This is an optimization exercise on Yosys and OpenROAD, whose aim is small area and a short achievable clock period, not a production implementation. At most, simulation tests tie the RTL to the original design; equivalence was not proved. No activity file was given, so power comes from the tool's default toggle rates.

Setup of v6:
==> flow/design.v <==
module alu (
    input  logic [63:0] fwd,
    input  logic [63:0] opA,
    input  logic [63:0] opX,
    input  logic        fwdA,
    input  logic        selFp,
    input  logic        selFn,
    input  logic        selX,
    input  logic        arith,
    input  logic        andOp,
    input  logic        orrOp,
    input  logic        sub,
    output logic [63:0] result
);
  logic [63:0] a, b;
  logic [64:0] sum;
  assign a = fwdA ? fwd : opA;
  assign b = ({64{selFp}} & fwd) | ({64{selFn}} & ~fwd) | ({64{selX}} & opX);
  assign sum = {a, sub} + {b, sub};
  assign result = ({64{arith}} & sum[64:1]) | ({64{andOp}} & a & b) | ({64{orrOp}} & (a | b));
endmodule
module processor_arm #(
    parameter N = 64
) (
    input logic CLOCK_50,
    reset,
    output logic [N-1:0] DM_writeData,
    DM_addr,
    output logic DM_writeEnable,
    output logic DM_readEnable,
    input logic [N-1:0] DM_readData,
    output logic [N-1:0] IM_addr,
    input logic [31:0] IM_readData
);
  logic clk;
  assign clk = CLOCK_50;
  logic [63:2] pc;
  logic isLDUR, isSTUR, isCBZ, isMOVZ, isADD, isSUB, isAND, isORR;
  logic [23:21] opD;
  logic [20:0] fldD;
  logic [4:0] rmD;
  logic bypRawA, bypRawB;   
  logic [63:2] pcD;
  logic regWriteE, memReadE, memWriteE, branchE;
  logic fwdAE, fwdBE, selBFpE, selBFnE, selBXE, andE, orrE, subE, arithE;
  logic [4:0] rdE;
  logic [63:0] opAE, opBE, opXE;
  logic regWriteM, memReadM, memWriteM, takenM, loadWbM;
  logic [4:0] rdM;
  logic [63:0] aluM, wdM;
  logic [30:0][63:0] R;
  logic [30:0] valid;
  logic stall;
  always_ff @(posedge clk or posedge reset)
    if (reset) pc <= '0;
    else if (!stall) pc <= takenM ? aluM[63:2] : pc + 62'd1;
  assign IM_addr = {pc, 2'b00};
  logic [10:0] opF;
  logic isSTURF, isCBZF, isMOVZF;
  assign opF = IM_readData[31:21];
  assign isSTURF = opF == 11'b11111000000;
  assign isCBZF = opF[10:3] == 8'b10110100;
  assign isMOVZF = opF[10:2] == 9'b110100101;
  always_ff @(posedge clk or posedge reset)
    if (reset) begin
      isLDUR <= 1'b0;
      isSTUR <= 1'b0;
      isCBZ  <= 1'b0;
      isMOVZ <= 1'b0;
      isADD  <= 1'b0;
      isSUB  <= 1'b0;
      isAND  <= 1'b0;
      isORR  <= 1'b0;
    end else if (!stall) begin
      isLDUR <= opF == 11'b11111000010;
      isSTUR <= isSTURF;
      isCBZ  <= isCBZF;
      isMOVZ <= isMOVZF;
      isADD  <= opF == 11'b10001011000;
      isSUB  <= opF == 11'b11001011000;
      isAND  <= opF == 11'b10001010000;
      isORR  <= opF == 11'b10101010000;
    end
  logic [4:0] rnNext, rmNext;
  assign rnNext = stall ? fldD[9:5] : IM_readData[9:5];
  assign rmNext = stall ? rmD :
      (isSTURF || isCBZF || isMOVZF) ? IM_readData[4:0] : IM_readData[20:16];
  always_ff @(posedge clk)
    if (!stall) begin
      opD  <= IM_readData[23:21];
      fldD <= IM_readData[20:0];
      pcD  <= pc;
    end
  always_ff @(posedge clk) rmD <= rmNext;
  always_ff @(posedge clk or posedge reset)
    if (reset) begin
      bypRawA <= 1'b0;
      bypRawB <= 1'b0;
    end else begin
      bypRawA <= regWriteE && rdE != 5'd31 && rdE == rnNext;
      bypRawB <= regWriteE && rdE != 5'd31 && rdE == rmNext;
    end
  logic isR;
  assign isR = isADD | isSUB | isAND | isORR;
  logic [4:0] rnD, rdD;
  assign rnD = fldD[9:5];
  assign rdD = fldD[4:0];
  assign stall = memReadE && (rnD == rdE || rmD == rdE);
  logic [63:0] wbM;
  logic weRF;
  assign wbM  = loadWbM ? DM_readData : aluM;
  assign weRF = regWriteM && rdM != 5'd31;
  logic noRegA, bypA, bypB;
  logic [30:0] selA, selB;
  logic [63:0] rdA, rdB;
  logic [4:0] lowA, lowB;
  assign noRegA = isCBZ | isMOVZ;
  assign bypA = bypRawA && !noRegA;
  assign bypB = bypRawB;
  logic noRegNext;
  logic [30:0] validNext, selANext, selBNext;
  logic [4:0] lowANext, lowBNext;
  assign noRegNext = stall ? noRegA : (isCBZF || isMOVZF);
  for (genvar k = 0; k < 31; k++) begin : g_sel
    assign validNext[k] = valid[k] || (weRF && rdM == 5'(k));
    assign selANext[k]  = rnNext == 5'(k) && validNext[k] && !noRegNext;
    assign selBNext[k]  = rmNext == 5'(k) && validNext[k];
  end
  logic [31:0] validNext32;
  assign validNext32 = {1'b1, validNext};   
  assign lowANext = (!validNext32[rnNext] && !noRegNext) ? rnNext : 5'd0;
  assign lowBNext = !validNext32[rmNext] ? rmNext : 5'd0;
  always_ff @(posedge clk) begin
    selA <= selANext;
    selB <= selBNext;
    lowA <= lowANext;
    lowB <= lowBNext;
  end
  logic [63:0] treeA, treeB;
  always_comb begin
    treeA = {64{isCBZ}} & {pcD, 2'b00};
    treeB = '0;
    for (int k = 0; k < 31; k++) begin
      treeA = treeA | ({64{selA[k]}} & R[k]);
      treeB = treeB | ({64{selB[k]}} & R[k]);
    end
    treeA[4:0] = treeA[4:0] | lowA;
    treeB[4:0] = treeB[4:0] | lowB;
  end
  assign rdA = ({64{bypA && loadWbM}} & DM_readData) | ({64{bypA && !loadWbM}} & aluM) |
               ({64{!bypA}} & treeA);
  assign rdB = ({64{bypB && loadWbM}} & DM_readData) | ({64{bypB && !loadWbM}} & aluM) |
               ({64{!bypB}} & treeB);
  logic [63:0] immD;
  always_comb
    if (isMOVZ) immD = {48'd0, fldD[20:5]} << {opD[22:21], 4'd0};
    else if (isCBZ) immD = {{43{opD[23]}}, opD[23:21], fldD[20:5], 2'b00};
    else immD = {{55{fldD[20]}}, fldD[20:12]};
  always_ff @(posedge clk or posedge reset)
    if (reset) begin
      regWriteE <= 1'b0;
      memReadE  <= 1'b0;
      memWriteE <= 1'b0;
      branchE   <= 1'b0;
    end else begin
      regWriteE <= !stall && (isLDUR || isR || isMOVZ);
      memReadE  <= !stall && isLDUR;
      memWriteE <= !stall && isSTUR;
      branchE   <= !stall && isCBZ;
    end
  always_ff @(posedge clk) begin
    fwdAE   <= regWriteE && rdE != 5'd31 && rdE == rnD && !noRegA;
    fwdBE   <= regWriteE && rdE != 5'd31 && rdE == rmD;
    selBFpE <= (isADD || isAND || isORR) && regWriteE && rdE != 5'd31 && rdE == rmD;
    selBFnE <= isSUB && regWriteE && rdE != 5'd31 && rdE == rmD;
    selBXE  <= !(isR && regWriteE && rdE != 5'd31 && rdE == rmD);
    arithE  <= !(isAND || isORR);
    andE    <= isAND;
    orrE    <= isORR;
    subE    <= isSUB;
    rdE     <= rdD;
    opAE    <= rdA;
    opBE    <= rdB;
    opXE    <= isR ? (isSUB ? ~rdB : rdB) : immD;
  end
  logic [63:0] bfE, resE;
  assign bfE = fwdBE ? aluM : opBE;
  alu ALU (
      .fwd   (aluM),
      .opA   (opAE),
      .opX   (opXE),
      .fwdA  (fwdAE),
      .selFp (selBFpE),
      .selFn (selBFnE),
      .selX  (selBXE),
      .arith (arithE),
      .andOp (andE),
      .orrOp (orrE),
      .sub   (subE),
      .result(resE)
  );
  always_ff @(posedge clk or posedge reset)
    if (reset) begin
      regWriteM <= 1'b0;
      loadWbM   <= 1'b0;
      memReadM  <= 1'b0;
      memWriteM <= 1'b0;
      takenM    <= 1'b0;
    end else begin
      regWriteM <= regWriteE;
      loadWbM   <= memReadE && rdE != 5'd31;   
      memReadM  <= memReadE;
      memWriteM <= memWriteE;
      takenM    <= branchE && bfE == 64'd0;
    end
  always_ff @(posedge clk) begin
    rdM  <= rdE;
    aluM <= resE;
    wdM  <= bfE;
  end
  assign DM_addr = aluM;
  assign DM_writeData = wdM;
  assign DM_writeEnable = memWriteM;
  assign DM_readEnable = memReadM;
  for (genvar k = 0; k < 31; k++) begin : g_rf
    always_ff @(posedge clk) if (weRF && rdM == 5'(k)) R[k] <= wbM;
    always_ff @(posedge clk or posedge reset)
      if (reset) valid[k] <= 1'b0;
      else valid[k] <= validNext[k];
  end
endmodule
==> flow/config.mk <==
export PLATFORM = sky130hd
export DESIGN_NAME = processor_arm
export DESIGN_NICKNAME = processor_arm
export VERILOG_FILES = /design/flow/design.v
export SDC_FILE = /design/flow/constraint.sdc
export NUM_CORES = 8
export LEC_CHECK = 0
export CAP_MARGIN = 30
export CORE_MARGIN = 2
export CORE_UTILIZATION = 45
export CTS_CLUSTER_DIAMETER = 100
export CTS_CLUSTER_SIZE = 20
export PLACE_DENSITY = 0.55
export SETUP_SLACK_MARGIN = 5
export SLEW_MARGIN = 40
==> flow/constraint.sdc <==
create_clock -name core_clock -period 8.5 [get_ports {CLOCK_50}]
set_input_delay 1.7000 -clock core_clock [delete_from_list [all_inputs] [get_ports {CLOCK_50}]]
set_output_delay 1.7000 -clock core_clock [all_outputs]
set_load 0.01 [all_outputs]
standard.sh (not shown) runs the stock make flow with config.mk's settings and CLKGATE_MAP_FILE= SYNTH_SCRIPT=/design/flow/synth_recipe.tcl, a recipe that flattens the netlist after the stock synthesis.
==> flow/flow/run.sh <==
#!/bin/bash
# Layout flow: the standard ORFS flow (standard.sh) with these changes:
#  - synthesis keeps the ALU (alu.sv, no registers) as its own module until the end,
#    maps it with ABC's delay-driven "map" (flow/abc_alu.script), and maps the rest with
#    flow/abc_top.script; the design is flattened afterwards as usual (synth_recipe.tcl),
#    so the registers are the standard synthesis's;
#  - input and output ports are buffered with buf_4;
#  - timing repair aims at a setup margin of 5.3 ns.
# ORFS writes each tool's log under orfs/logs; make's own output goes to flow.log.
set -euo pipefail
here=$(pwd)
rm -rf "$here/scripts_mod"
cp -r "$FLOW_HOME/scripts" "$here/scripts_mod"
python3 "$here/flow/patch_synth.py" "$here/scripts_mod/synth.tcl"
bash standard.sh \
  SCRIPTS_DIR="$here/scripts_mod" \
  SYNTH_HIERARCHICAL=1 \
  FAST_ABC_MODULES=alu \
  FAST_ABC_SCRIPT="$here/flow/abc_alu.script" \
  TOP_ABC_SCRIPT="$here/flow/abc_top.script" \
  BUFFER_PORTS_ARGS="-buffer_cell sky130_fd_sc_hd__buf_4" \
  SETUP_SLACK_MARGIN=5.3 \
  finish > "$here/flow.log" 2>&1
==> flow/flow/abc_alu.script <==
strash
dch
map -D 1000
buffer -c
topo
stime -c
upsize -c
dnsize -c
==> flow/flow/abc_top.script <==
&get -n
&st
&dch
&nf
&put
buffer -c
topo
stime -c
upsize -c
dnsize -c
==> flow/flow/patch_synth.py <==
# Patch ORFS synth.tcl (copy) so that the modules in FAST_ABC_MODULES are mapped with
# FAST_ABC_SCRIPT and the top module with TOP_ABC_SCRIPT, instead of one ABC run for all.
import sys
p = sys.argv[1]
s = open(p).read()
old = """  log_cmd abc {*}$abc_args
} else {"""
new = """  if { [env_var_exists_and_non_empty FAST_ABC_MODULES] } {
    set map_args [lrange $abc_args 2 end]
    foreach m $::env(FAST_ABC_MODULES) {
      log_cmd abc -script $::env(FAST_ABC_SCRIPT) {*}$map_args $m
    }
    log_cmd abc -script $::env(TOP_ABC_SCRIPT) {*}$map_args $::env(DESIGN_NAME)
  } else {
    log_cmd abc {*}$abc_args
  }
} else {"""
assert s.count(old) == 1
open(p, 'w').write(s.replace(old, new))
Modified inputs, v7 compared to v6
diff --git a/flow/design.v b/flow/design.v
--- a/flow/design.v
+++ b/flow/design.v
@@ -12,13 +12,13 @@
     input  logic        sub,
     output logic [63:0] result
 );
   logic [63:0] a, b;
   logic [64:0] sum;
   assign a = fwdA ? fwd : opA;
-  assign b = ({64{selFp}} & fwd) | ({64{selFn}} & ~fwd) | ({64{selX}} & opX);
+  assign b = ({64{selFp}} & fwd) | ({64{selFn}} & ~fwd) | ({64{selX}} & (opX ^ {64{sub}}));
   assign sum = {a, sub} + {b, sub};
   assign result = ({64{arith}} & sum[64:1]) | ({64{andOp}} & a & b) | ({64{orrOp}} & (a | b));
 endmodule
 module processor_arm #(
     parameter N = 64
 ) (
@@ -121,18 +121,23 @@
   logic [30:0] validNext, selANext, selBNext;
   logic [4:0] lowANext, lowBNext;
   assign noRegNext = stall ? noRegA : (isCBZF || isMOVZF);
   for (genvar k = 0; k < 31; k++) begin : g_sel
     assign validNext[k] = valid[k] || (weRF && rdM == 5'(k));
     assign selANext[k]  = rnNext == 5'(k) && validNext[k] && !noRegNext;
-    assign selBNext[k]  = rmNext == 5'(k) && validNext[k];
+    assign selBNext[k]  = validNext[k] && (stall ? rmD == 5'(k) :
+        (isSTURF || isCBZF || isMOVZF) ? IM_readData[4:0] == 5'(k) : IM_readData[20:16] == 5'(k));
   end
   logic [31:0] validNext32;
   assign validNext32 = {1'b1, validNext};   
   assign lowANext = (!validNext32[rnNext] && !noRegNext) ? rnNext : 5'd0;
-  assign lowBNext = !validNext32[rmNext] ? rmNext : 5'd0;
+  logic [4:0] lowB4, lowB20, lowBHold;
+  assign lowB4    = !validNext32[IM_readData[4:0]] ? IM_readData[4:0] : 5'd0;
+  assign lowB20   = !validNext32[IM_readData[20:16]] ? IM_readData[20:16] : 5'd0;
+  assign lowBHold = !validNext32[rmD] ? rmD : 5'd0;
+  assign lowBNext = stall ? lowBHold : (isSTURF || isCBZF || isMOVZF) ? lowB4 : lowB20;
   always_ff @(posedge clk) begin
     selA <= selANext;
     selB <= selBNext;
     lowA <= lowANext;
     lowB <= lowBNext;
   end
@@ -152,13 +157,14 @@
   assign rdB = ({64{bypB && loadWbM}} & DM_readData) | ({64{bypB && !loadWbM}} & aluM) |
                ({64{!bypB}} & treeB);
   logic [63:0] immD;
   always_comb
     if (isMOVZ) immD = {48'd0, fldD[20:5]} << {opD[22:21], 4'd0};
     else if (isCBZ) immD = {{43{opD[23]}}, opD[23:21], fldD[20:5], 2'b00};
-    else immD = {{55{fldD[20]}}, fldD[20:12]};
+    else if (isLDUR || isSTUR) immD = {{55{fldD[20]}}, fldD[20:12]};
+    else immD = '0;
   always_ff @(posedge clk or posedge reset)
     if (reset) begin
       regWriteE <= 1'b0;
       memReadE  <= 1'b0;
       memWriteE <= 1'b0;
       branchE   <= 1'b0;
@@ -178,13 +184,13 @@
     andE    <= isAND;
     orrE    <= isORR;
     subE    <= isSUB;
     rdE     <= rdD;
     opAE    <= rdA;
     opBE    <= rdB;
-    opXE    <= isR ? (isSUB ? ~rdB : rdB) : immD;
+    opXE    <= ({64{isR}} & rdB) | immD;   
   end
   logic [63:0] bfE, resE;
   assign bfE = fwdBE ? aluM : opBE;
   alu ALU (
       .fwd   (aluM),
       .opA   (opAE),
==> comparison <==
Between v7 and v6, the difference in post-synthesis share of cell area spent on xor and xnor gates is negligible.
Looking at layout buffering overhead excluding clock cells, v7 sits above v6.
Compared with v6, in v7 number of buffers on the longest clock path shows no meaningful change, total global-route track usage higher, count of port buffers added during placement was more or less identical, tap cell instance count now larger.
v7 vs. v6: share of the synthesized area in compound gates (AO/OA/AOI/OAI) dropped 0.46 points; combinational power climbed about 200%; worst hold slack climbed 8.4 ps; average detailed-routed wire length per instance climbed about 6%; total wirelength of the detailed-routed design climbed 56 mm.
Final period utilization (higher): v6
No functional check of the RTL was part of v7.

-- what the ideal ports hide --
No port has a modelled driver above. Below, the same layouts with a new extraction and two added sets of constraints. Step 1 assumes that a clkbuf_16 drives the clock port and a buf_2 every other input. Step 2, shift: input delay + t, output delay - t, t = (earliest + latest rising clock arrival at the registers) / 2. This alone moves slack from input paths to output paths. a / b / c = no drivers / after step 1 / after step 2; a / b = the first two.
run | t (ns) | setup slack, ns | worst setup path after step 2 | worst slew at a driven data input, ns | cell pins on the clock port's net
v6 | 0.962 | 5.020 / 5.010 / 4.272 | input to register | 0.32 | 1
v7 | 0.968 | 5.069 / 5.021 / 4.424 | input to register | 0.34 | 1
After both steps every run listed still meets setup and hold. The setup slack of v6, which loses most, moves by -0.010 ns with the drivers and by -0.748 ns with both steps.
